From an optimization exercise on the open Yosys and OpenROAD flow, aimed at small area; shortcuts taken in it are not production practice. At most, simulation tests tie the RTL to the original design; equivalence was not proved. Function not checked in runs 1 and 2: the RTL went through the layout flow alone. The clock cells of runs 5 and 6 come from the design's own scripts or RTL, not from TritonCTS. No driver is modelled on the clock port, so clock power and skew are understated where the tree is cut down; a real chip needs a root buffer or a tree. No activity file was given, so power comes from the tool's default toggle rates.

==> design/flow/standard.sh <==
#!/bin/bash
# synth_recipe.tcl (not shown) runs the flow's synth.tcl, then flattens the netlist and writes it again
# the make line also repeats each setting of config.mk as NAME=value (left out here)
make -C /OpenROAD-flow-scripts/flow DESIGN_CONFIG=/design/flow/config.mk WORK_HOME=/design/flow/orfs CLKGATE_MAP_FILE= SYNTH_SCRIPT=/design/flow/synth_recipe.tcl "${@:-finish}"
==> design/flow/flow/abc_area.script <==
strash
&get -n
&st
&dch -f
&nf -R 1000
&put
&get -n
&st
&dch -f
&nf -R 1000
&put
topo
==> design/flow/flow/cts_args <==
-sink_clustering_enable -repair_clock_nets -dont_use_dummy_load -buf_list {sky130_fd_sc_hd__clkbuf_16} -root_buf sky130_fd_sc_hd__clkbuf_16 -sink_clustering_size 100 -sink_clustering_max_diameter 500
==> design/flow/design.v <==
module my_watch(clk, rst, key_reset, key_start_pause, key_display_stop,
    hex0, hex1, hex2, hex3, hex4, hex5
    );
    input clk, rst, key_reset, key_start_pause, key_display_stop;
    output [6:0] hex0, hex1, hex2, hex3, hex4, hex5;
    wire fire_r, fire_s, fire_d;
    debounce u_dr(.clk(clk), .rst(rst), .key(key_reset),        .fire(fire_r));
    debounce u_ds(.clk(clk), .rst(rst), .key(key_start_pause),  .fire(fire_s));
    debounce u_dd(.clk(clk), .rst(rst), .key(key_display_stop), .fire(fire_d));
    reg run, disp;
    wire clr    = rst | fire_r;
    wire run_n  = ~rst & ((run & ~fire_r) ^ fire_s);
    wire disp_n = rst | ((disp | fire_r) ^ fire_d);
    wire load   = clr | disp_n;
    always @(posedge clk) begin
        run  <= run_n;
        disp <= disp_n;
    end
    reg [3:0] div;
    localparam [15:0] DIV_I0 = 16'h0303, DIV_I1 = 16'hf0f0, DIV_I2 = 16'haaaa, DIV_I3 = 16'h00ff;
    localparam [15:0] DIV_LAST = 16'h1100;
    wire [3:0] div_inc = {DIV_I3[div], DIV_I2[div], DIV_I1[div], DIV_I0[div]};
    wire tick = run_n & DIV_LAST[div] & ~clr;
    always @(posedge clk)
        if (clr)        div <= run_n ? 4'd13 : 4'd1;
        else if (run_n) div <= div_inc;
    wire c0, c1, c2, c3, c4, c5;
    wire [3:0] ms_lo, ms_hi, s_lo, m_lo, m_hi;
    wire [2:0] s_hi;
    wire [3:0] ms_lo_n, ms_hi_n, s_lo_n, m_lo_n, m_hi_n;
    wire [2:0] s_hi_n;
    digit10 u_ms_lo(.clk(clk), .clr(clr), .en(tick), .q(ms_lo), .d(ms_lo_n), .co(c0));
    digit10 u_ms_hi(.clk(clk), .clr(clr), .en(c0),   .q(ms_hi), .d(ms_hi_n), .co(c1));
    digit10 u_s_lo (.clk(clk), .clr(clr), .en(c1),   .q(s_lo),  .d(s_lo_n),  .co(c2));
    digit6  u_s_hi (.clk(clk), .clr(clr), .en(c2),   .q(s_hi),  .d(s_hi_n),  .co(c3));
    digit10 u_m_lo (.clk(clk), .clr(clr), .en(c3),   .q(m_lo),  .d(m_lo_n),  .co(c4));
    digit10 u_m_hi (.clk(clk), .clr(clr), .en(c4),   .q(m_hi),  .d(m_hi_n),  .co(c5));
    reg [3:0] d_ms_lo, d_ms_hi, d_s_lo, d_m_lo, d_m_hi;
    reg [2:0] d_s_hi;
    always @(posedge clk)
        if (load) begin
            d_ms_lo <= ms_lo_n;
            d_ms_hi <= ms_hi_n;
            d_s_lo  <= s_lo_n;
            d_s_hi  <= s_hi_n;
            d_m_lo  <= m_lo_n;
            d_m_hi  <= m_hi_n;
        end
    seg10 LED8_minute_display_high(d_m_hi, hex5);
    seg10 LED8_minute_display_low(d_m_lo, hex4);
    seg6  LED8_second_display_high(d_s_hi, hex3);
    seg10 LED8_second_display_low(d_s_lo, hex2);
    seg10 LED8_msecond_display_high(d_ms_hi, hex1);
    seg10 LED8_msecond_display_low(d_ms_lo, hex0);
endmodule
module debounce(clk, rst, key, fire);
    input clk, rst, key;
    output fire;
    reg [7:0] s;
    wire idle = ~(s[0] | s[1] | s[2] | s[4] | s[5] | s[7]);
    wire term = ~s[7] & s[6] & ~s[5] & s[3] & ~s[2] & ~s[1] & ~s[0];
    wire fb   = s[7] ^ s[2];
    assign fire = term & key;
    always @(posedge clk)
        if (rst)       s <= 8'h00;
        else if (term) s <= {~key, 7'b0};
        else           s <= {s[6:0], fb | (idle & ~key)};
endmodule
module digit10(clk, clr, en, q, d, co);
    input clk, clr, en;
    output reg [3:0] q;
    output [3:0] d;
    output co;
    localparam [15:0] I0 = 16'h9995, I1 = 16'h0afa, I2 = 16'hff00, I3 = 16'h5555;
    localparam [15:0] LAST = 16'h8080;
    wire [3:0] inc = {I3[q], I2[q], I1[q], I0[q]};
    assign co = en & LAST[q];
    assign d = clr ? 4'd3 : en ? inc : q;
    always @(posedge clk) q <= d;
endmodule
module digit6(clk, clr, en, q, d, co);
    input clk, clr, en;
    output reg [2:0] q;
    output [2:0] d;
    output co;
    localparam [7:0] I0 = 8'h5f, I1 = 8'h33, I2 = 8'haa;
    localparam [7:0] LAST = 8'h03;
    wire [2:0] inc = {I2[q], I1[q], I0[q]};
    assign co = en & LAST[q];
    assign d = clr ? 3'd7 : en ? inc : q;
    always @(posedge clk) q <= d;
endmodule
module seg10(d, s);
    input [3:0] d;
    output [6:0] s;
    localparam [15:0] S0 = 16'h0505, S1 = 16'hf000, S2 = 16'h0303, S3 = 16'h0537,
                      S4 = 16'hd5d5, S5 = 16'h0357, S6 = 16'h003f;
    assign s = {S6[d], S5[d], S4[d], S3[d], S2[d], S1[d], S0[d]};
endmodule
module seg6(d, s);
    input [2:0] d;
    output [6:0] s;
    localparam [7:0] S0 = 8'h55, S1 = 8'h03, S2 = 8'h0c, S3 = 8'h55,
                     S4 = 8'h77, S5 = 8'h3c, S6 = 8'h91;
    assign s = {S6[d], S5[d], S4[d], S3[d], S2[d], S1[d], S0[d]};
endmodule
==> design/flow/config.mk <==
export PLATFORM = sky130hd
export DESIGN_NAME = my_watch
export DESIGN_NICKNAME = my_watch
export VERILOG_FILES = /design/flow/design.v
export SDC_FILE = /design/flow/constraint.sdc
export NUM_CORES = 4
export LEC_CHECK = 0
export CAP_MARGIN = 20
export CORE_MARGIN = 2
export CORE_UTILIZATION = 40
export SLEW_MARGIN = 20
==> design/flow/flow/run.sh <==
#!/bin/bash
# Own layout flow: the standard ORFS flow (standard.sh) with
#  - synthesis mapped by ABC with an area-oriented script (flow/abc_area.script)
#    and without the adder extraction; everything else in synthesis is as
#    standard.sh does it (same registers, names and flattening);
#  - port buffers of the smallest buffer cell;
#  - a clock tree built with the options in flow/cts_args (no dummy loads).
# Each step's full output goes to a log file in the work folder.
set -euo pipefail
W=$(pwd)
rm -rf "$W/scripts_area"
cp -r "$FLOW_HOME/scripts" "$W/scripts_area"
cp "$W/flow/abc_area.script" "$W/scripts_area/abc_area.script"

bash standard.sh SCRIPTS_DIR="$W/scripts_area" ABC_AREA=1 ADDER_MAP_FILE= synth > "$W/synth.log" 2>&1

bash standard.sh \
  BUFFER_PORTS_ARGS="-buffer_cell sky130_fd_sc_hd__buf_1" \
  CTS_ARGS="$(cat "$W/flow/cts_args")" \
  finish > "$W/layout.log" 2>&1
==> design/flow/constraint.sdc <==
create_clock -name core_clock -period 10.0 [get_ports {clk}]
set_input_delay 2.0000 -clock core_clock [delete_from_list [all_inputs] [get_ports {clk}]]
set_output_delay 2.0000 -clock core_clock [all_outputs]
set_load 0.01 [all_outputs]
==> results of run 1 <==
## flip-flops by register name, indices dropped and copies added, names as in the netlist
name,flops
d_ms_lo,4
u_m_hi.q,4
u_dd.s,8
div,4
disp,1
d_s_lo,4
u_dr.s,8
d_s_hi,3
d_m_hi,4
u_ds.s,8
run,1
u_s_lo.q,4
u_ms_lo.q,4
u_m_lo.q,4
d_ms_hi,4
u_ms_hi.q,4
u_s_hi.q,3
d_m_lo,4
## stage by stage
stage	cell area [um^2]	power [mW]	setup slack, ps
5_1_grt	3300	0.613	4150
3_3_place_gp	3070	0.341	4230
3_5_place_dp	3070	0.341	3980
6_report	3300	0.594	4640
2_1_floorplan	2790	0.336	4480
4_1_cts	3300	0.602	4300
## power by group
group / switching, mW / total, mW / internal [mW]
clock: 0.102 / 0.260 / 0.157
sequential: 0.00160 / 0.324 / 0.322
combinational: 0.00636 / 0.0106 / 0.00427
total: 0.110 / 0.594 / 0.484
## cell usage in the layout (no fill, tap or decap), types with 6 or more instances in the layout
| master | n |
|---|---|
| o22ai_1 | 10 |
| nor4_1 | 6 |
| clkinv_1 | 6 |
| clkbuf_16 | 9 |
| and2_0 | 14 |
| nor2_1 | 24 |
| nor2b_1 | 13 |
| dfxtp_1 | 49 |
| a21oi_1 | 25 |
| o21ai_0 | 33 |
| edfxtp_1 | 27 |
| nand2_1 | 41 |
| buf_1 | 46 |
## critical path: stages
cell,delay [ps]
buf_1,70
buf_4,190
nor2_1,110
buf_4,230
nand2_1,90
nor4_2,500
nand4_1,280
nor2_1,300
nand4_1,270
nor3_1,600
and4_1,410
nand2_1,90
a21oi_1,140
o21ai_0,130
## area by class of cell
type | count | share of cell area, %
tap | 80 | 3.03
sequential | 76 | 54.3
multi-input combinational | 190 | 29.5
inverter | 6 | 0.682
timing repair buffer | 48 | 5.68
clock buffer | 9 | 6.82
## kinds of logic (layout without fill, tap and decap cells)
group                     count (synthesis)  after routing  share of synthesized area, %
DFF                                      76             76                          64.2
buffers and inverters                     7             63                          1.08
AOI/OAI and AO/OA                        73             73                          14.1
xor gates and xnor gates                  3              3                         0.942
and+or+nand+nor                         114            114                          19.7
## routing by layer
layer  vias up  GRT usage [%]  share of wire [%]
li1       1083              -                  -
met5         -              0                  0
met2        39           21.2                 45
met4         0           7.13                1.4
met3         7           4.74                3.9
met1       916           15.6                 49
## how the worst min path moves through the flow
stage                     startpoint         to  slack (ps)  cells past startpoint
after CTS                  u_dd.s[6]  u_dd.s[7]         430                      2
after global routing       u_ds.s[6]  u_ds.s[7]         460                      2
final                      u_ds.s[6]  u_ds.s[7]         430                      2
after floorplan            u_dd.s[6]  u_dd.s[7]         410                      2
after global placement     u_ds.s[6]  u_ds.s[7]         430                      2
after detailed placement   u_ds.s[6]  u_ds.s[7]         420                      2
==> results.yml, run 1 <==
critical_path:
  crit_required_ps: 10050
  crit_path_end_kind: "register"
  cp-start-kind: "input port"
  rrSetupSlack_ps: 5370
  arrival_ps: 5420
  worstSetupPathType: "in2reg"
  crit_end: "d_m_hi[0]"
  regToRegEndpoint: "d_m_hi[0]"
  reg2regPathDepth: 14
  r2r-start: "u_dr.s[2]"
  startpoint: "rst"
  cp_max_fo: 23
grt:
  grt_pass1_vias: 1758
  grt_pass1_wl_um: 7750
  grtUsageTotal_pct: 13.3
  grt_max_degree: 24
  antenna_found_initial: 0
  overflow: 0
floorplanning:
  core_area_um2: 6760
  core.rowCount: 30
  io_pins: 47
  die_w_um: 87.5
  start_util_pct: 41.3
  dieArea_um2: 7660
  fp.dieH_um: 87.5
job:
  cap_viol_max_count: 0
sta:
  skew_ps: 9.37
  finalSetupViolCount: 0
  rsz0062_at_grt: "no"
  fin_tns_setup_ps: 0
  holdWs_ps: 433
  fmax_ghz: 0.186
  finalHoldViolCount: 0
  finalCriticalPeriod_ps: 5360
  final_max_slew_viol_count: 0
  worst_pin_slew_ps: 985
  finalCritPeriodShare_pct: 53.6
  relSlewSlack_pct: 34.2
power:
  leakagePower_nw: 1.20
  ir_drop_mv: 0.120
  power.density_nw_per_um2: 180
logic_synthesis:
  synth.distinct_cells: 24
  ys.flop_type: "dfxtp_1"
  syn_nets: 278
  ys_ff_latch: 76
  yosysMostFrequentCell: "dfxtp_1"
  synth-edff-count: 27
  synthArstFlopShare_pct: 0
  syn_area_per_cell_um2: 10.2
  yosys-top-cells-count: "dfxtp_1, nand2_1, o21ai_0"
  netlist.area_leader.share_pct: 35.2
  synth_area_um2: 2790
  yosysSeqAreaShare_pct: 64.2
  yosys-top-cells-area: "dfxtp_1, edfxtp_1, o21ai_0"
  synth_largest_area_cell: "dfxtp_1"
  syn_inst: 273
  ys_warn_count: 4
layout:
  fillCellCount: 634
  fin_nets: 336
  regArea_um2: 1790
  postLayoutCoreUtil_pct: 48.9
  final_cells: 409
  antenna_cells: 0
  drive_gt1_share_pct: 3.65
  multi_input_area_um2: 975
  syn_to_final_growth_pct: 18.3
place:
  routabilityCongestion: 0.829
  io_buffer_count: 46
  dpl.cell_count: 400
  dp.final_hpwl_um: 3230
clock_network:
  clock_latency_ps: 320
  cts_resized: 0
  clk_pin_slew_ps: 50
  cts_buffers: 9
  tritoncts: "done"
  hold_buffers: 0
  cts.htree.levels: 3
  clkSinkCount: 76
  post_cts_buffers: 0
  ctsLongestPathBuffers: 2
  cts_root_buf: "clkbuf_16"
outcome:
  outcome: "timing/DRC/antenna clean"
detailed_routing:
  wl_um: 4710
  ant_nets: 0
  drc_errors: 0
  first_iter_violations: 135
  drt-pass1-iter-count: 4
  vias_per_cell: 5.00
  post_drt_wl_per_cell_um: 11.5
  vias: 2045
worst_hold_path:
  hp-class: "reg2reg"
==> run 2: changes to the inputs <==
==> design/flow/flow/cts_args (replaced) <==
-sink_clustering_enable -repair_clock_nets -dont_use_dummy_load -buf_list {sky130_fd_sc_hd__clkbuf_8} -root_buf sky130_fd_sc_hd__clkbuf_8 -sink_clustering_size 40 -sink_clustering_max_diameter 200
==> run 2 against run 1 <==
Effect of this change:
- sequential share of layout area grew 1.7 points
- maximum frequency rose by 0.49%
- synthesized cell count did not move
- clock skew up 3.7 ps
- core utilization shrank 1.5 points
- first-iteration DRC count down 18%
- area after synthesis did not move
- count of clock-buffer cells in the layout is the same
- die area is the same
- power decreased by 15%
- final cell count increased by 0.24%
- global-route usage is 0.27 points lower
- critical endpoint unchanged
==> results.yml, run 2 <==
clock_network:
  clock_latency_ps: 340
  clk_pin_slew_ps: 70
  ctsLongestPathBuffers: 2
  cts_root_buf: "clkbuf_8"
  cts.htree.levels: 3
  post_cts_buffers: 0
  clkSinkCount: 76
  cts_resized: 0
  cts_buffers: 9
  hold_buffers: 0
  tritoncts: "done"
logic_synthesis:
  ys_warn_count: 4
  netlist.area_leader.share_pct: 35.2
  synth_simple_gate_area_share_pct: 19.7
  synth_xor_area_share_pct: 0.942
  syn_nets: 278
  synth_compound_area_share_pct: 14.1
  synth.distinct_cells: 24
  synth_largest_area_cell: "dfxtp_1"
  syn_area_per_cell_um2: 10.2
  synth_area_um2: 2790
  synthAdderAreaFrac_pct: 0
  synth_mux_area_share_pct: 0
  yosys-top-cells-area: "dfxtp_1, edfxtp_1, o21ai_0"
  ys_ff_latch: 76
  yosys-top-cells-count: "dfxtp_1, nand2_1, o21ai_0"
  synth-edff-count: 27
  synth_top_family_by_area: "simple AND/OR/NAND/NOR gates"
  syn_inst: 273
  ys.flop_type: "dfxtp_1"
  synthArstFlopShare_pct: 0
  yosysMostFrequentCell: "dfxtp_1"
  yosysSeqAreaShare_pct: 64.2
place:
  placed_cell_area_um2: 3070
  dpl_worst_slack_ps: 3980
  routabilityCongestion: 0.829
  dp.final_hpwl_um: 3230
  io_buffer_count: 46
power:
  p_switching_uw: 98.4
  swShare_pct: 19.5
  power.density_nw_per_um2: 158
  leakagePower_nw: 1.16
  sequentialPowerShare_pct: 64.0
  combPwrFrac_pct: 2.1
  ir_drop_mv: 0.0837
  p_total_uw: 504
  intPower_uw: 406
  pwr-share-clk_pct: 33.9
floorplanning:
  dieArea_um2: 7660
  fp.dieH_um: 87.5
  io_pins: 47
  die_w_um: 87.5
  core.rowCount: 30
  core_area_um2: 6760
  start_util_pct: 41.3
worst_hold_path:
  holdPathStages: 2
  hp-class: "reg2reg"
  worstHoldStart: "u_dd.s[6]"
critical_path:
  cp-start-kind: "input port"
  rrSetupSlack_ps: 5380
  reg2regPathDepth: 15
  arrival_ps: 5410
  r2r-start: "u_dr.s[2]"
  startpoint: "rst"
  crit_path_end_kind: "register"
  crit_required_ps: 10070
  regToRegEndpoint: "d_m_hi[0]"
  cp_max_fo: 23
  crit_end: "d_m_hi[0]"
  worstSetupPathType: "in2reg"
sta:
  rsz0062_at_grt: "no"
  finalHoldViolCount: 0
  final_max_slew_viol_count: 0
  holdWs_ps: 435
  finalSetupViolCount: 0
  finalCritPeriodShare_pct: 53.4
  fin_tns_setup_ps: 0
  fmax_ghz: 0.187
  finalWorstSetupSlack_ps: 4660
  finalCriticalPeriod_ps: 5340
  relSlewSlack_pct: 34.5
  skew_ps: 13.1
  worst_pin_slew_ps: 981
layout:
  drive_gt1_share_pct: 3.64
  fillCellCount: 645
  multi_input_area_um2: 968
  syn_to_final_growth_pct: 14.7
  antenna_cells: 0
  final_cell_area_um2: 3200
  regArea_um2: 1790
  final_cell_mix: "dfxtp_1, buf_1, nand2_1"
  top_regs: "u_dd.s (8), u_dr.s (8), u_ds.s (8)"
  fin_nets: 337
  final_common_cell: "dfxtp_1"
detailed_routing:
  drc_errors: 0
  first_iter_violations: 111
  vias: 2022
  vias_per_cell: 4.93
  ant_nets: 0
  wl_um: 4660
  post_drt_wl_per_cell_um: 11.4
  drt-pass1-iter-count: 4
grt:
  grt_pass1_vias: 1735
  grtUsageTotal_pct: 13.0
  grt_pass1_wl_um: 7600
  antenna_found_initial: 0
  overflow: 0
  grt_max_degree: 24
outcome:
  outcome: "timing/DRC/antenna clean"
job:
  cap_viol_max_count: 0
==> run 2: cell counts after synthesis <==
No cell type changed its count.
==> run 2: kinds of logic (layout without fill, tap and decap cells) <==
group,Yosys count,after routing
DFF,76,76
buffers and inverters,7,64
and+or+nand+nor,114,114
AOI/OAI and AO/OA,73,73
xor gates and xnor gates,3,3
==> run 2: critical path, cell delays in order <==
cell,delay [ps]
buf_1,70
buf_4,190
nor2_1,110
buf_4,230
nand2_1,70
nor4_1,370
clkbuf_2,260
nand4_1,190
nor2_1,280
nand4_1,270
nor3_1,600
and4_1,400
nand2_1,90
a21oi_1,140
o21ai_0,130
==> run 2: power by group through the flow <==
stage	Combinational [mW]	Sequential [mW]	Clock [mW]
detailed placement	0.0108	0.330	0
floorplan	0.00653	0.329	0
global route	0.0120	0.323	0.190
global placement	0.0106	0.330	0
finish	0.0106	0.323	0.171
CTS	0.0108	0.323	0.178
==> run 2: cell type report <==
class	count	share of cell area (%)
clock buffers	9	3.87
inverters	6	0.704
multi-input cells	190	30.3
flip-flops and latches	76	56.0
well taps	80	3.13
repair buffers	49	6.02
==> run 2: metrics by stage <==
stage,cells,utilization (%)
2_1_floorplan,273,-
6_report,410,47.4
4_1_cts,409,47.3
3_3_place_gp,400,45.4
3_5_place_dp,400,45.4
5_1_grt,410,47.4
==> run 2: layer usage <==
metal | wire [um] | up-vias | GRT usage (%)
met5 | 0 | - | 0
met4 | 85 | 0 | 5.45
met3 | 193 | 9 | 5.31
met2 | 2070 | 37 | 21.0
met1 | 2310 | 894 | 15.4
li1 | - | 1082 | -
==> run 2: how the worst min path moves through the flow <==
stage / slack [ps] / end
5_1_grt: 460 / u_ds.s[7]
2_1_floorplan: 410 / u_dd.s[7]
3_3_place_gp: 430 / u_ds.s[7]
3_5_place_dp: 420 / u_ds.s[7]
4_1_cts: 430 / u_dd.s[7]
6_report: 430 / u_dd.s[7]
==> run 3: changes to the inputs <==
--- a/design/flow/design.v
+++ b/design/flow/design.v
@@ -56,15 +56,17 @@
 module debounce(clk, rst, key, fire);
     input clk, rst, key;
     output fire;
-    reg [7:0] s;
+    localparam [7:0] INV = 8'ha5;
+    reg  [7:0] p;
+    wire [7:0] s = p ^ INV;
     wire idle = ~(s[0] | s[1] | s[2] | s[4] | s[5] | s[7]);
     wire term = ~s[7] & s[6] & ~s[5] & s[3] & ~s[2] & ~s[1] & ~s[0];
     wire fb   = s[7] ^ s[2];
     assign fire = term & key;
     always @(posedge clk)
-        if (rst)       s <= 8'h00;
-        else if (term) s <= {~key, 7'b0};
-        else           s <= {s[6:0], fb | (idle & ~key)};
+        if (rst)       p <= INV;
+        else if (term) p <= {~key, 7'b0} ^ INV;
+        else           p <= {s[6:0], fb | (idle & ~key)} ^ INV;
 endmodule
 module digit10(clk, clr, en, q, d, co);
     input clk, clr, en;
==> design/flow/flow/cts_args (replaced) <==
-sink_clustering_enable -repair_clock_nets -dont_use_dummy_load -buf_list {sky130_fd_sc_hd__clkbuf_4} -root_buf sky130_fd_sc_hd__clkbuf_4
==> run 3 against run 2 <==
Effect of this change:
- clock power is 27% lower
- clock skew is 12 ps higher
- via count rose by 1.6%
- setup slack got worse by 370 ps
==> results.yml, run 3 <==
sta:
  finalCriticalPeriod_ps: 5710
  finalHoldViolCount: 0
  skew_ps: 25.4
  fin_tns_setup_ps: 0
  finalWorstSetupSlack_ps: 4290
  fmax_ghz: 0.175
  final_max_slew_viol_count: 0
  finalSetupViolCount: 0
  relSlewSlack_pct: 35.4
  finalCritPeriodShare_pct: 57.1
  worst_pin_slew_ps: 960
  rsz0062_at_grt: "no"
detailed_routing:
  post_drt_wl_per_cell_um: 11.3
  drc_errors: 0
  wl_um: 4640
  ant_nets: 0
  vias: 2055
  first_iter_violations: 113
  drt-pass1-iter-count: 4
  vias_per_cell: 5.02
logic_synthesis:
  ys.flop_type: "dfxtp_1"
  synth.distinct_cells: 25
  netlist.area_leader.share_pct: 35.5
  synthArstFlopShare_pct: 0
  syn_inst: 274
  yosysSeqAreaShare_pct: 64.8
  syn_area_per_cell_um2: 10.1
  synth_area_um2: 2760
  ys_ff_latch: 76
  yosys-top-cells-count: "dfxtp_1, nand2_1, nor2_1, o21ai_0, edfxtp_1"
  yosys-top-cells-area: "dfxtp_1, edfxtp_1, o21ai_0"
  synth-edff-count: 27
  yosysMostFrequentCell: "dfxtp_1"
  synth_largest_area_cell: "dfxtp_1"
  syn_nets: 279
  ys_warn_count: 4
place:
  dpl_worst_slack_ps: 3850
  dp.final_hpwl_um: 3290
  routabilityCongestion: 0.757
  io_buffer_count: 46
grt:
  overflow: 0
  grt_pass1_vias: 1826
  antenna_found_initial: 0
  grtUsageTotal_pct: 13.5
  grt_pass1_wl_um: 7910
  grt_max_degree: 24
critical_path:
  arrival_ps: 5840
  crit_path_end_kind: "register"
  rrSetupSlack_ps: 5510
  crit_required_ps: 10130
  cp_max_fo: 22
  worstSetupPathType: "in2reg"
  r2r-start: "u_dr.p[7]"
  reg2regPathDepth: 14
  regToRegEndpoint: "d_m_hi[0]"
  cp-start-kind: "input port"
layout:
  top_regs: "u_dd.p (8), u_dr.p (8), u_ds.p (8)"
  regArea_um2: 1790
  syn_to_final_growth_pct: 12.4
  final_cell_mix: "dfxtp_1, buf_1, nand2_1"
  fin_nets: 336
  multi_input_area_um2: 945
  drive_gt1_share_pct: 3.34
  antenna_cells: 0
  fillCellCount: 646
  final_common_cell: "dfxtp_1"
worst_hold_path:
  whs_endpoint: "u_dr.p[7]"
  worstHoldStart: "u_dr.p[6]"
  holdPathStages: 1
  hp-class: "reg2reg"
clock_network:
  cts.htree.levels: 3
  cts_resized: 0
  clock_latency_ps: 390
  post_cts_buffers: 0
  ctsLongestPathBuffers: 2
  cts_buffers: 9
  cts_root_buf: "clkbuf_4"
  tritoncts: "done"
  clk_pin_slew_ps: 110
  clkSinkCount: 76
  hold_buffers: 0
floorplanning:
  io_pins: 47
  die_w_um: 87.1
  core.rowCount: 30
  dieArea_um2: 7590
  fp.dieH_um: 87.1
  start_util_pct: 40.9
  core_area_um2: 6760
outcome:
  outcome: "timing/DRC/antenna clean"
power:
  ir_drop_mv: 0.0884
  power.density_nw_per_um2: 147
  leakagePower_nw: 1.13
job:
  cap_viol_max_count: 0
run 3: cells by family (layout without fill, tap and decap cells):
group	after synthesis	count (layout)	share of synthesized area, %
AO/OA/AOI/OAI	73	73	14.2
XOR/XNOR	3	3	0.951
buffers and inverters	7	62	1.09
flip-flops	76	76	64.8
AND/OR/NAND/NOR	115	115	19.0
run 3: critical path: stages:
cell	delay (ps)
buf_1	290
nor2_1	180
buf_4	250
nand2_1	70
nor4_1	730
nand4_1	300
nor2_1	300
nand4_1	260
nor3_1	660
and4_1	420
nand2_1	100
a21oi_1	140
o21ai_0	120
run 3: worst max path at each step:
stage                      to  cells past startpoint  slack [ps]  startpoint
global route        d_m_hi[0]                     13        3760         rst
global placement    d_m_hi[0]                     13        4020         rst
detailed placement  d_m_hi[0]                     13        3850         rst
floorplan           d_m_hi[0]                     12        4410   key_reset
finish              d_m_hi[0]                     13        4290         rst
CTS                 d_m_hi[0]                     13        4300         rst
run 3: through the flow:
stage | utilization (%) | cells | hold slack [ps] | instance area, um^2 | total power, mW
detailed placement | 44.9 | 400 | 367 | 3040 | 0.340
CTS | 45.9 | 409 | 366 | 3100 | 0.465
global placement | 44.9 | 400 | 361 | 3040 | 0.340
global route | 46.0 | 409 | 383 | 3110 | 0.480
floorplan | - | 274 | 353 | 2760 | 0.336
finish | 46.0 | 409 | 366 | 3110 | 0.457
run 3: power by group:
part           switching, mW  total [mW]  internal (mW)
combinational        0.00586     0.00933        0.00347
sequential           0.00240       0.324          0.321
clock                 0.0826       0.124         0.0419
total                 0.0908       0.457          0.367
run 3: final cells by class:
cell class	instances	area share, %
sequential	76	57.7
timing repair buffer	47	5.80
multi-input combinational	191	30.4
tap	80	3.22
clock buffer	9	2.17
inverter	6	0.725
run 3: layer usage:
layer,GRT usage (%),part of all wire [%],up-vias
met5,0,0,-
met4,4.34,0.82,0
met3,5.97,5.0,4
met2,22.1,45,50
met1,16.0,49,908
li1,-,-,1093
==> run 4: changes to the inputs <==
--- a/design/flow/config.mk
+++ b/design/flow/config.mk
@@ -7,5 +7,5 @@
 export LEC_CHECK = 0
 export CAP_MARGIN = 20
 export CORE_MARGIN = 2
-export CORE_UTILIZATION = 40
+export CORE_UTILIZATION = 65
 export SLEW_MARGIN = 20
==> run 4 against run 3 <==
Effect of this change:
- design area fell by 1.3%
- combinational power is essentially flat
- routed wire length is 3.1% higher
- maximum frequency shrank 3.5%
- count of clock-buffer cells in the layout unchanged
- power is 0.50% lower
==> results.yml, run 4 <==
sta:
  finalCritPeriodShare_pct: 59.2
  fmax_ghz: 0.169
  fin_tns_setup_ps: 0
  finalSetupViolCount: 0
  final_max_slew_viol_count: 0
  finalHoldViolCount: 0
  relSlewSlack_pct: 29.4
  worst_pin_slew_ps: 1060
  rsz0062_at_grt: "no"
  finalCriticalPeriod_ps: 5920
  skew_ps: 25.6
  holdWs_ps: 379
critical_path:
  worstSetupPathType: "in2reg"
  cp_top_family: "simple AND/OR/NAND/NOR gates"
  crit_required_ps: 10120
  crit_path_end_kind: "register"
  cp-start-kind: "input port"
  path_buf_inv: 2
  arrival_ps: 6030
  crit_chain: "buf_1, nor2_1, buf_4, nand2_1, nor4_1, nand4_1, nor2_1, nand4_1, nor3_1, and4_1, nand2_1, a21oi_1, o21ai_0"
  critPathSlowestCell: "nor4_1"
  cp_max_fo: 22
  critPathMaxStageDelay_ps: 770
clock_network:
  cts_root_buf: "clkbuf_4"
  cts_resized: 0
  post_cts_buffers: 0
  hold_buffers: 0
  cts.htree.levels: 3
  clkSinkCount: 76
  clock_latency_ps: 400
  tritoncts: "done"
  cts_buffers: 9
  clk_pin_slew_ps: 110
  ctsLongestPathBuffers: 2
floorplanning:
  fp.dieH_um: 69.2
  start_util_pct: 68.1
  die_w_um: 69.2
  dieArea_um2: 4790
  core_area_um2: 4060
  io_pins: 47
  core.rowCount: 23
grt:
  overflow: 0
  antenna_found_initial: 0
  grt_pass1_wl_um: 8060
  grtUsageTotal_pct: 21.5
  grt_max_degree: 24
  grt_pass1_vias: 1875
logic_synthesis:
  ys_ff_latch: 76
  synth.distinct_cells: 25
  syn_inst: 274
  yosys-top-cells-count: "dfxtp_1, nand2_1, nor2_1, o21ai_0, edfxtp_1"
  syn_area_per_cell_um2: 10.1
  synth-edff-count: 27
  synthArstFlopShare_pct: 0
  netlist.area_leader.share_pct: 35.5
  synth_area_um2: 2760
  ys.flop_type: "dfxtp_1"
  synth_largest_area_cell: "dfxtp_1"
  yosysMostFrequentCell: "dfxtp_1"
  yosysSeqAreaShare_pct: 64.8
  yosys-top-cells-area: "dfxtp_1, edfxtp_1, o21ai_0"
  syn_nets: 279
  ys_warn_count: 4
layout:
  final_common_cell: "dfxtp_1"
  syn_to_final_growth_pct: 11.0
  drive_gt1_share_pct: 3.04
  top_regs: "u_dd.p (8), u_dr.p (8), u_ds.p (8)"
  fillCellCount: 299
  fin_nets: 336
  final_cell_mix: "dfxtp_1, buf_1, nand2_1"
  antenna_cells: 0
detailed_routing:
  ant_nets: 0
  first_iter_violations: 119
  post_drt_wl_per_cell_um: 12.6
  drc_errors: 0
  vias_per_cell: 5.56
  wl_um: 4780
  drt-pass1-iter-count: 4
  vias: 2106
power:
  power.density_nw_per_um2: 148
  ir_drop_mv: 0.120
  leakagePower_nw: 1.13
place:
  io_buffer_count: 46
  dp.final_hpwl_um: 3320
  routabilityCongestion: 0.828
worst_hold_path:
  hp-class: "reg2reg"
job:
  cap_viol_max_count: 0
outcome:
  outcome: "timing/DRC/antenna clean"
-- run 4: cell counts after synthesis --
No cell type changed its count.
-- run 4: cell families (layout without fill, tap and decap cells) --
group,count (synthesis),in the layout,share of synthesized area (%)
xor gates and xnor gates,3,3,0.951
AOI/OAI and AO/OA,73,73,14.2
buffers and inverters,7,62,1.09
DFF,76,76,64.8
and+or+nand+nor,115,115,19.0
-- run 4: through the flow --
stage / setup WS, ps / total power [mW] / utilization (%) / std cells / instance area, um^2
floorplan: 4410 / 0.336 / - / 274 / 2760
global placement: 4070 / 0.340 / 73.9 / 370 / 3000
detailed placement: 3740 / 0.340 / 73.9 / 370 / 3000
CTS: 4150 / 0.459 / 75.6 / 379 / 3070
global route: 3590 / 0.478 / 75.6 / 379 / 3070
finish: 4080 / 0.455 / 75.6 / 379 / 3070
-- run 4: area by class of cell --
class,count,area [um^2],share of cell area (%)
inverters,6,22.5,0.734
flip-flops and latches,76,1790,58.4
clock buffers,9,67.6,2.20
repair buffers,47,180,5.88
multi-input cells,191,942,30.7
well taps,50,62.6,2.04
-- run 4: worst reg2reg max path: stages (launching register included) --
cell	delay, ps
dfxtp_1	390
nand4_1	100
nor3_1	290
nand2_1	130
nand2_1	100
xnor2_1	90
nor4_1	840
nand4_1	340
nor2_1	310
nand4_1	280
nor3_1	640
and4_1	420
nand2_1	110
a21oi_1	180
o21ai_0	130
-- run 4: final timing paths --
check / startpoint / endpoint / slack [ps] / depth (start not counted)
max reg2reg: u_dr.p[7] / d_m_hi[0] / 5340 / 14
min: u_dr.p[6] / u_dr.p[7] / 380 / 1
max: rst / d_m_hi[0] / 4080 / 13
min reg2reg: u_dr.p[6] / u_dr.p[7] / 380 / 1
-- run 4: where the power goes --
part | internal [mW] | switching [mW]
clock | 0.0418 | 0.0804
combinational | 0.00348 | 0.00587
sequential | 0.321 | 0.00234
total | 0.367 | 0.0886
-- run 4: per-layer routing --
layer | global-route usage [%] | wire length, um
met3 | 7.99 | 247
met2 | 34.1 | 2310
met5 | 0 | 0
met4 | 10.0 | 76
met1 | 26.1 | 2140
==> run 5: changes to the inputs <==
--- a/design/flow/flow/run.sh
+++ b/design/flow/flow/run.sh
@@ -4,7 +4,8 @@
 #    and without the adder extraction; everything else in synthesis is as
 #    standard.sh does it (same registers, names and flattening);
 #  - port buffers of the smallest buffer cell;
-#  - a clock tree built with the options in flow/cts_args (no dummy loads).
+#  - the clock tree that CTS builds replaced by 4 clock buffers, one per
+#    quarter of the registers, driven by the clock port (flow/mancts.tcl).
 # Each step's full output goes to a log file in the work folder.
 set -euo pipefail
 W=$(pwd)
@@ -17,4 +18,6 @@
 bash standard.sh \
   BUFFER_PORTS_ARGS="-buffer_cell sky130_fd_sc_hd__buf_1" \
   CTS_ARGS="$(cat "$W/flow/cts_args")" \
+  POST_CTS_TCL="$W/flow/mancts.tcl" \
+  MAN_CTS_BUF=sky130_fd_sc_hd__clkbuf_8 MAN_CTS_NX=2 MAN_CTS_NY=2 \
   finish > "$W/layout.log" 2>&1
==> design/flow/flow/mancts.tcl (new file) <==
set block [ord::get_db_block]
set bufm [[ord::get_db] findMaster $::env(MAN_CTS_BUF)]
set nx $::env(MAN_CTS_NX)
set ny $::env(MAN_CTS_NY)
set clknet [[$block findBTerm clk] getNet]
set sinks {}
set rm {}
foreach inst [$block getInsts] {
  set m [[$inst getMaster] getName]
  if {[string match "sky130_fd_sc_hd__clkbuf_*" $m] && [string match "clkbuf_*" [$inst getName]]} {
    lappend rm $inst
    continue
  }
  foreach it [$inst getITerms] {
    if {[[$it getMTerm] getName] eq "CLK"} { lappend sinks $it }
  }
}
set oldnets {}
foreach inst $rm {
  foreach it [$inst getITerms] {
    set n [$it getNet]
    if {$n ne "NULL" && $n ne $clknet} { lappend oldnets $n }
    $it disconnect
  }
  odb::dbInst_destroy $inst
}
# register positions and their bounding box
set xs {}; set ys {}
foreach it $sinks {
  set b [[$it getInst] getBBox]
  lappend xs [expr {([$b xMin] + [$b xMax]) / 2}]
  lappend ys [expr {([$b yMin] + [$b yMax]) / 2}]
}
set x0 [tcl::mathfunc::min {*}$xs]; set x1 [tcl::mathfunc::max {*}$xs]
set y0 [tcl::mathfunc::min {*}$ys]; set y1 [tcl::mathfunc::max {*}$ys]
# group by position: sort by x into nx columns, each column by y into ny rows
set idx {}
for {set i 0} {$i < [llength $sinks]} {incr i} { lappend idx [list $i [lindex $xs $i] [lindex $ys $i]] }
set idx [lsort -real -index 1 $idx]
set n [llength $idx]
set groups {}
for {set c 0} {$c < $nx} {incr c} {
  set col [lrange $idx [expr {$c * $n / $nx}] [expr {($c + 1) * $n / $nx - 1}]]
  set col [lsort -real -index 2 $col]
  set m [llength $col]
  for {set r 0} {$r < $ny} {incr r} {
    lappend groups [lrange $col [expr {$r * $m / $ny}] [expr {($r + 1) * $m / $ny - 1}]]
  }
}
set g 0
foreach grp $groups {
  set net [odb::dbNet_create $block clknet_man_$g]
  $net setSigType CLOCK
  set sx 0; set sy 0
  foreach e $grp {
    set it [lindex $sinks [lindex $e 0]]
    $it disconnect
    $it connect $net
    set sx [expr {$sx + [lindex $e 1]}]
    set sy [expr {$sy + [lindex $e 2]}]
  }
  set buf [odb::dbInst_create $block $bufm clkbuf_man_$g]
  [$buf findITerm A] connect $clknet
  [$buf findITerm X] connect $net
  $buf setLocation [expr {int($sx / [llength $grp])}] [expr {int($sy / [llength $grp])}]
  $buf setPlacementStatus PLACED
  incr g
}
foreach net [lsort -unique $oldnets] {
  if {[llength [$net getITerms]] == 0 && [llength [$net getBTerms]] == 0} { odb::dbNet_destroy $net }
}
puts "manual clock tree: [llength $sinks] registers, removed [llength $rm] buffers, $g buffers of $::env(MAN_CTS_BUF)"
set_placement_padding -global -left 0 -right 0
detailed_placement
check_placement
--- a/design/flow/config.mk
+++ b/design/flow/config.mk
@@ -8,4 +8,5 @@
 export CAP_MARGIN = 20
 export CORE_MARGIN = 2
 export CORE_UTILIZATION = 65
+export GPL_TIMING_DRIVEN = 0
 export SLEW_MARGIN = 20
==> run 5 against run 4 <==
Effect of this change:
- register-to-register slack gained 40 ps
- clock skew shrank 19 ps
- power decreased by 3.5%
- area after synthesis unchanged
- die area stayed put
- critical path depth shrank 1
- core utilization down 0.092 points
- critical path type unchanged
- critical endpoint unchanged
- largest power group unchanged
- highest routed layer unchanged
==> results.yml, run 5 <==
outcome:
  outcome: "timing/DRC/antenna clean"
detailed_routing:
  wl_um: 4400
  post_drt_wl_per_cell_um: 11.8
  ant_nets: 0
  vias_per_cell: 5.55
  first_iter_violations: 162
  vias: 2075
  drc_errors: 0
  drt-pass1-iter-count: 4
logic_synthesis:
  syn_area_per_cell_um2: 10.1
  synth.distinct_cells: 25
  synth-edff-count: 27
  synth_largest_area_cell: "dfxtp_1"
  synthArstFlopShare_pct: 0
  yosys-top-cells-area: "dfxtp_1, edfxtp_1, o21ai_0"
  syn_nets: 279
  ys.flop_type: "dfxtp_1"
  yosysSeqAreaShare_pct: 64.8
  ys_ff_latch: 76
  netlist.area_leader.share_pct: 35.5
  yosys-top-cells-count: "dfxtp_1, nand2_1, nor2_1, o21ai_0, edfxtp_1"
  yosysMostFrequentCell: "dfxtp_1"
  ys_warn_count: 4
  synth_area_um2: 2760
  syn_inst: 274
floorplanning:
  dieArea_um2: 4790
  core_area_um2: 4060
  io_pins: 47
  core.rowCount: 23
  start_util_pct: 68.1
  fp.dieH_um: 69.2
  die_w_um: 69.2
power:
  intPower_uw: 362
  leakagePower_nw: 1.12
  combPwrFrac_pct: 2.1
  swShare_pct: 17.6
  sequentialPowerShare_pct: 73.7
  p_switching_uw: 77.2
  pwr-share-clk_pct: 24.2
  ir_drop_mv: 0.117
  power.density_nw_per_um2: 143
sta:
  rsz0062_at_grt: "no"
  finalCritPeriodShare_pct: 61.8
  finalHoldViolCount: 0
  fin_tns_setup_ps: 0
  finalCriticalPeriod_ps: 6180
  relSlewSlack_pct: 31.2
  fmax_ghz: 0.162
  worst_pin_slew_ps: 1030
  skew_ps: 6.37
  final_max_slew_viol_count: 0
  finalSetupViolCount: 0
critical_path:
  reg2regPathDepth: 14
  cp_max_fo: 22
  crit_required_ps: 9910
  rrSetupSlack_ps: 5380
  worstSetupPathType: "in2reg"
  cp-start-kind: "input port"
  crit_path_end_kind: "register"
  crit_chain: "buf_1, nor2_2, nand2_1, nor4_2, nand4_1, nor2_1, nand4_1, nor3_1, and4_1, nand2_1, a21oi_1, o21ai_0"
  arrival_ps: 6090
  regToRegEndpoint: "d_m_hi[0]"
  critPathMaxStageDelay_ps: 730
  critPathSlowestCell: "nor3_1"
  r2r-start: "u_dr.p[7]"
place:
  io_buffer_count: 46
  dpl.cell_count: 370
  dp.final_hpwl_um: 3050
  routabilityCongestion: 0.792
clock_network:
  clock_latency_ps: 160
  clkSinkCount: 76
  clk_pin_slew_ps: 100
layout:
  final_cell_mix: "dfxtp_1, buf_1, nand2_1"
  fillCellCount: 317
  antenna_cells: 0
  top_regs: "u_dd.p (8), u_dr.p (8), u_ds.p (8)"
  syn_to_final_growth_pct: 10.8
  drive_gt1_share_pct: 2.16
  regArea_um2: 1790
  fin_nets: 331
  final_common_cell: "dfxtp_1"
  multi_input_area_um2: 951
  final_cells: 374
grt:
  grt_pass1_vias: 1725
  grtUsageTotal_pct: 19.0
  grt_pass1_wl_um: 7420
  antenna_found_initial: 0
  overflow: 0
  grt_max_degree: 24
worst_hold_path:
  hp-class: "reg2reg"
  holdPathStages: 1
  worstHoldStart: "u_ds.p[4]"
  whs_endpoint: "u_ds.p[5]"
job:
  cap_viol_max_count: 0
run 5: worst max-delay path by stage:
| stage | startpoint | end | slack [ps] | cells after the start |
|---|---|---|---|---|
| 2_1_floorplan | key_reset | d_m_hi[0] | 4410 | 12 |
| 3_3_place_gp | rst | d_m_hi[0] | 3090 | 12 |
| 3_5_place_dp | rst | d_m_hi[0] | 3420 | 12 |
| 5_1_grt | rst | d_m_hi[0] | 3230 | 12 |
| 6_report | rst | d_m_hi[0] | 3820 | 12 |
run 5: power groups by stage:
stage | combinational, mW | sequential, mW | clock [mW]
floorplan | 0.00610 | 0.330 | 0
global placement | 0.00898 | 0.331 | 0
detailed placement | 0.00931 | 0.331 | 0
global route | 0.0107 | 0.324 | 0.118
finish | 0.00917 | 0.324 | 0.106
run 5: through the flow:
step | power, mW | setup slack (ps) | instance area [um^2] | utilization, % | hold WS (ps)
floorplan | 0.336 | 4410 | 2760 | - | 353
global placement | 0.340 | 3090 | 3000 | 73.9 | 362
detailed placement | 0.340 | 3420 | 3000 | 74.0 | 368
global route | 0.453 | 3230 | 3060 | 75.5 | 410
finish | 0.439 | 3820 | 3060 | 75.5 | 390
run 5: layout make-up:
type                    count  area share, %
flip-flops and latches     76           58.5
multi-input cells         191           31.0
repair buffers             46           5.64
plain buffers               5           2.04
well taps                  50           2.04
inverters                   6          0.735
run 5: per-layer routing:
metal  track usage, %  part of all wire (%)  vias up
met5                0                     0        -
met4             5.66                  0.84        0
met3             5.09                   4.8        4
met2             32.1                    48       51
met1             24.2                    46      942
li1                 -                     -     1078
run 5: logic make-up after synthesis:
| group | Yosys count | share of synthesized area [%] |
|---|---|---|
| and+or+nand+nor | 115 | 19.0 |
| DFF | 76 | 64.8 |
| AOI/OAI and AO/OA | 73 | 14.2 |
| buffers and inverters | 7 | 1.09 |
| xor gates and xnor gates | 3 | 0.951 |
run 5: critical path: cells and delay by family:
| kind | cells | cell delay, ps |
|---|---|---|
| and+or+nand+nor | 9 | 3520 |
| buffers and inverters | 1 | 290 |
| AOI/OAI and AO/OA | 2 | 250 |
==> run 6: changes to the inputs <==
--- a/design/flow/config.mk
+++ b/design/flow/config.mk
@@ -8,5 +8,4 @@
 export CAP_MARGIN = 20
 export CORE_MARGIN = 2
 export CORE_UTILIZATION = 65
-export GPL_TIMING_DRIVEN = 0
 export SLEW_MARGIN = 20
==> run 6 against run 5 <==
Effect of this change:
- design area shrank 0.29%
- sequential cell count did not move
- sequential share of layout area increased by 0.17 points
- synthesized cell count did not move
- maximum frequency about the same
- combinational power grew 2%
- routed wire length increased by 9.4%
- via count rose by 1.0%
- global-route usage increased by 1.3 points
- critical path depth is 1 higher
- first-iteration DRC count grew 41%
- area after synthesis stayed put
- largest cell class unchanged
==> results.yml, run 6 <==
layout:
  top_regs: "u_dd.p (8), u_dr.p (8), u_ds.p (8)"
  final_common_cell: "dfxtp_1"
  final_cell_mix: "dfxtp_1, buf_1, nand2_1"
  final_cells: 374
  antenna_cells: 0
  fin_nets: 331
  syn_to_final_growth_pct: 10.5
  postLayoutCoreUtil_pct: 75.3
  drive_gt1_share_pct: 1.54
logic_synthesis:
  yosysMostFrequentCell: "dfxtp_1"
  synth_xor_area_share_pct: 0.951
  synthAdderAreaFrac_pct: 0
  synthArstFlopShare_pct: 0
  syn_nets: 279
  synth_simple_gate_area_share_pct: 19.0
  yosys-top-cells-count: "dfxtp_1, nand2_1, nor2_1, o21ai_0, edfxtp_1"
  syn_inst: 274
  ys_warn_count: 4
  ys.flop_type: "dfxtp_1"
  yosysSeqAreaShare_pct: 64.8
  synth_top_family_by_area: "simple AND/OR/NAND/NOR gates"
  synth_mux_area_share_pct: 0
  syn_area_per_cell_um2: 10.1
  synth_area_um2: 2760
  yosys-top-cells-area: "dfxtp_1, edfxtp_1, o21ai_0"
  synth_largest_area_cell: "dfxtp_1"
  synth_compound_area_share_pct: 14.2
  ys_ff_latch: 76
  synth-edff-count: 27
  netlist.area_leader.share_pct: 35.5
  synth.distinct_cells: 25
place:
  routabilityCongestion: 0.828
  dpl.cell_count: 370
  dp.final_hpwl_um: 3320
  io_buffer_count: 46
critical_path:
  cp_top_family: "simple AND/OR/NAND/NOR gates"
  crit_path_end_kind: "register"
  r2r-start: "u_dr.p[7]"
  cp-start-kind: "input port"
  crit_end: "d_m_hi[0]"
  crit_required_ps: 9900
  cp_max_fo: 22
  crit_chain: "buf_1, nor2_1, buf_4, nand2_1, nor4_1, nand4_1, nor2_1, nand4_1, nor3_1, and4_1, nand2_1, a21oi_1, o21ai_0"
  critPathSlowestCell: "nor4_1"
  rrSetupSlack_ps: 5320
  reg2regPathDepth: 14
  critical_path_depth: 13
  worstSetupPathType: "in2reg"
  arrival_ps: 6080
  regToRegEndpoint: "d_m_hi[0]"
  startpoint: "rst"
  path_buf_inv: 2
  critPathMaxStageDelay_ps: 770
floorplanning:
  io_pins: 47
  start_util_pct: 68.1
  die_w_um: 69.2
  fp.dieH_um: 69.2
  core.rowCount: 23
  core_area_um2: 4060
  dieArea_um2: 4790
power:
  ir_drop_mv: 0.119
  leakagePower_nw: 1.12
  power.density_nw_per_um2: 144
clock_network:
  clkSinkCount: 76
  clock_latency_ps: 160
  clk_pin_slew_ps: 110
sta:
  finalSetupViolCount: 0
  worst_pin_slew_ps: 1080
  relSlewSlack_pct: 28.2
  finalHoldViolCount: 0
  finalCritPeriodShare_pct: 61.8
  final_max_slew_viol_count: 0
  skew_ps: 6.32
  fin_tns_setup_ps: 0
  finalCriticalPeriod_ps: 6180
  fmax_ghz: 0.162
  rsz0062_at_grt: "no"
detailed_routing:
  ant_nets: 0
  drc_errors: 0
  vias_per_cell: 5.60
  first_iter_violations: 228
  wl_um: 4820
  drt-pass1-iter-count: 4
  vias: 2096
  post_drt_wl_per_cell_um: 12.9
worst_hold_path:
  hp-class: "reg2reg"
grt:
  grt_max_degree: 24
  antenna_found_initial: 0
  grt_pass1_wl_um: 7960
  grt_pass1_vias: 1843
  overflow: 0
  grtUsageTotal_pct: 20.3
job:
  cap_viol_max_count: 0
outcome:
  outcome: "timing/DRC/antenna clean"
## run 6: final cells by class
type / instances / area, um^2
Sequential cell: 76 / 1790
Fill cell: 298 / 1000
Multi-Input combinational cell: 191 / 942
Timing Repair Buffer: 47 / 180
Tap cell: 50 / 62.6
Buffer: 4 / 55.1
Inverter: 6 / 22.5
## run 6: worst min-delay path by stage
| stage | from | to | slack, ps | cells past startpoint |
|---|---|---|---|---|
| finish | u_dd.p[4] | u_dd.p[5] | 390 | 1 |
| floorplan | u_dd.p[4] | u_dd.p[5] | 350 | 1 |
| global placement | u_dr.p[4] | u_dr.p[5] | 360 | 1 |
| detailed placement | u_dd.p[4] | u_dd.p[5] | 360 | 1 |
| global route | u_dd.p[4] | u_dd.p[5] | 400 | 1 |
## run 6: per-layer routing
metal / GRT usage (%) / vias up / share of wire [%]
li1: - / 1079 / -
met1: 25.8 / 957 / 45
met2: 34.9 / 56 / 49
met3: 5.09 / 4 / 4.9
met4: 5.23 / 0 / 0.87
met5: 0 / - / 0
## run 6: through the flow
step	hold slack [ps]	instance area [um^2]	setup slack [ps]	total power [mW]
after floorplan	353	2760	4410	0.336
after global placement	364	3000	4070	0.340
after global routing	397	3050	3330	0.454
final	386	3050	3820	0.439
after detailed placement	364	3000	3740	0.340
## run 6: cells by family (layout without fill, tap and decap cells)
logic type             after synthesis  in the layout
AO/OA/AOI/OAI                       73             73
buffers and inverters                7             57
AND/OR/NAND/NOR                    115            115
flip-flops                          76             76
XOR/XNOR                             3              3
## run 6: power by group
part           internal (mW)  total, mW  switching, mW
clock network         0.0373      0.106         0.0689
logic                0.00348    0.00936        0.00589
registers              0.321      0.324        0.00234

re-timing with driven ports:
No port has a modelled driver above. Below, the same layouts with a new extraction and two added sets of constraints. Step 1, drivers: a clkbuf_16 drives clk and a buf_2 each remaining input, both assumed. Step 2 adds t to the input delays and takes it off the output delays; t is the mean of the earliest and latest rising clock arrival at the registers after step 1. Input paths then give back, and output paths get back, about the clock's delay inside the block. a / b / c = no drivers / after step 1 / after step 2; a / b = the first two.
| run | t, ns | setup slack, ns | hold WS [ns] | clock arrival spread, ns | worst register clock-pin slew, ns |
|---|---|---|---|---|---|
| run 1 | 0.349 | 4.637 / 4.648 / 4.298 | 0.433 / 0.433 / 0.433 | 0.009 / 0.009 | 0.05 / 0.05 |
| run 2 | 0.359 | 4.664 / 4.669 / 4.310 | 0.435 / 0.435 / 0.435 | 0.013 / 0.013 | 0.07 / 0.07 |
| run 3 | 0.408 | 4.293 / 4.299 / 3.891 | 0.366 / 0.366 / 0.366 | 0.026 / 0.026 | 0.11 / 0.11 |
| run 4 | 0.411 | 4.085 / 4.090 / 3.679 | 0.379 / 0.379 / 0.379 | 0.025 / 0.025 | 0.11 / 0.11 |
| run 5 | 0.215 | 3.820 / 3.858 / 3.642 | 0.390 / 0.389 / 0.389 | 0.007 / 0.007 | 0.11 / 0.11 |
| run 6 | 0.215 | 3.822 / 3.860 / 3.645 | 0.386 / 0.386 / 0.386 | 0.006 / 0.006 | 0.11 / 0.11 |
After both steps every run listed still meets setup and hold. The setup slack of run 4, which loses most, moves by +0.005 ns with the drivers and by -0.406 ns with both steps.
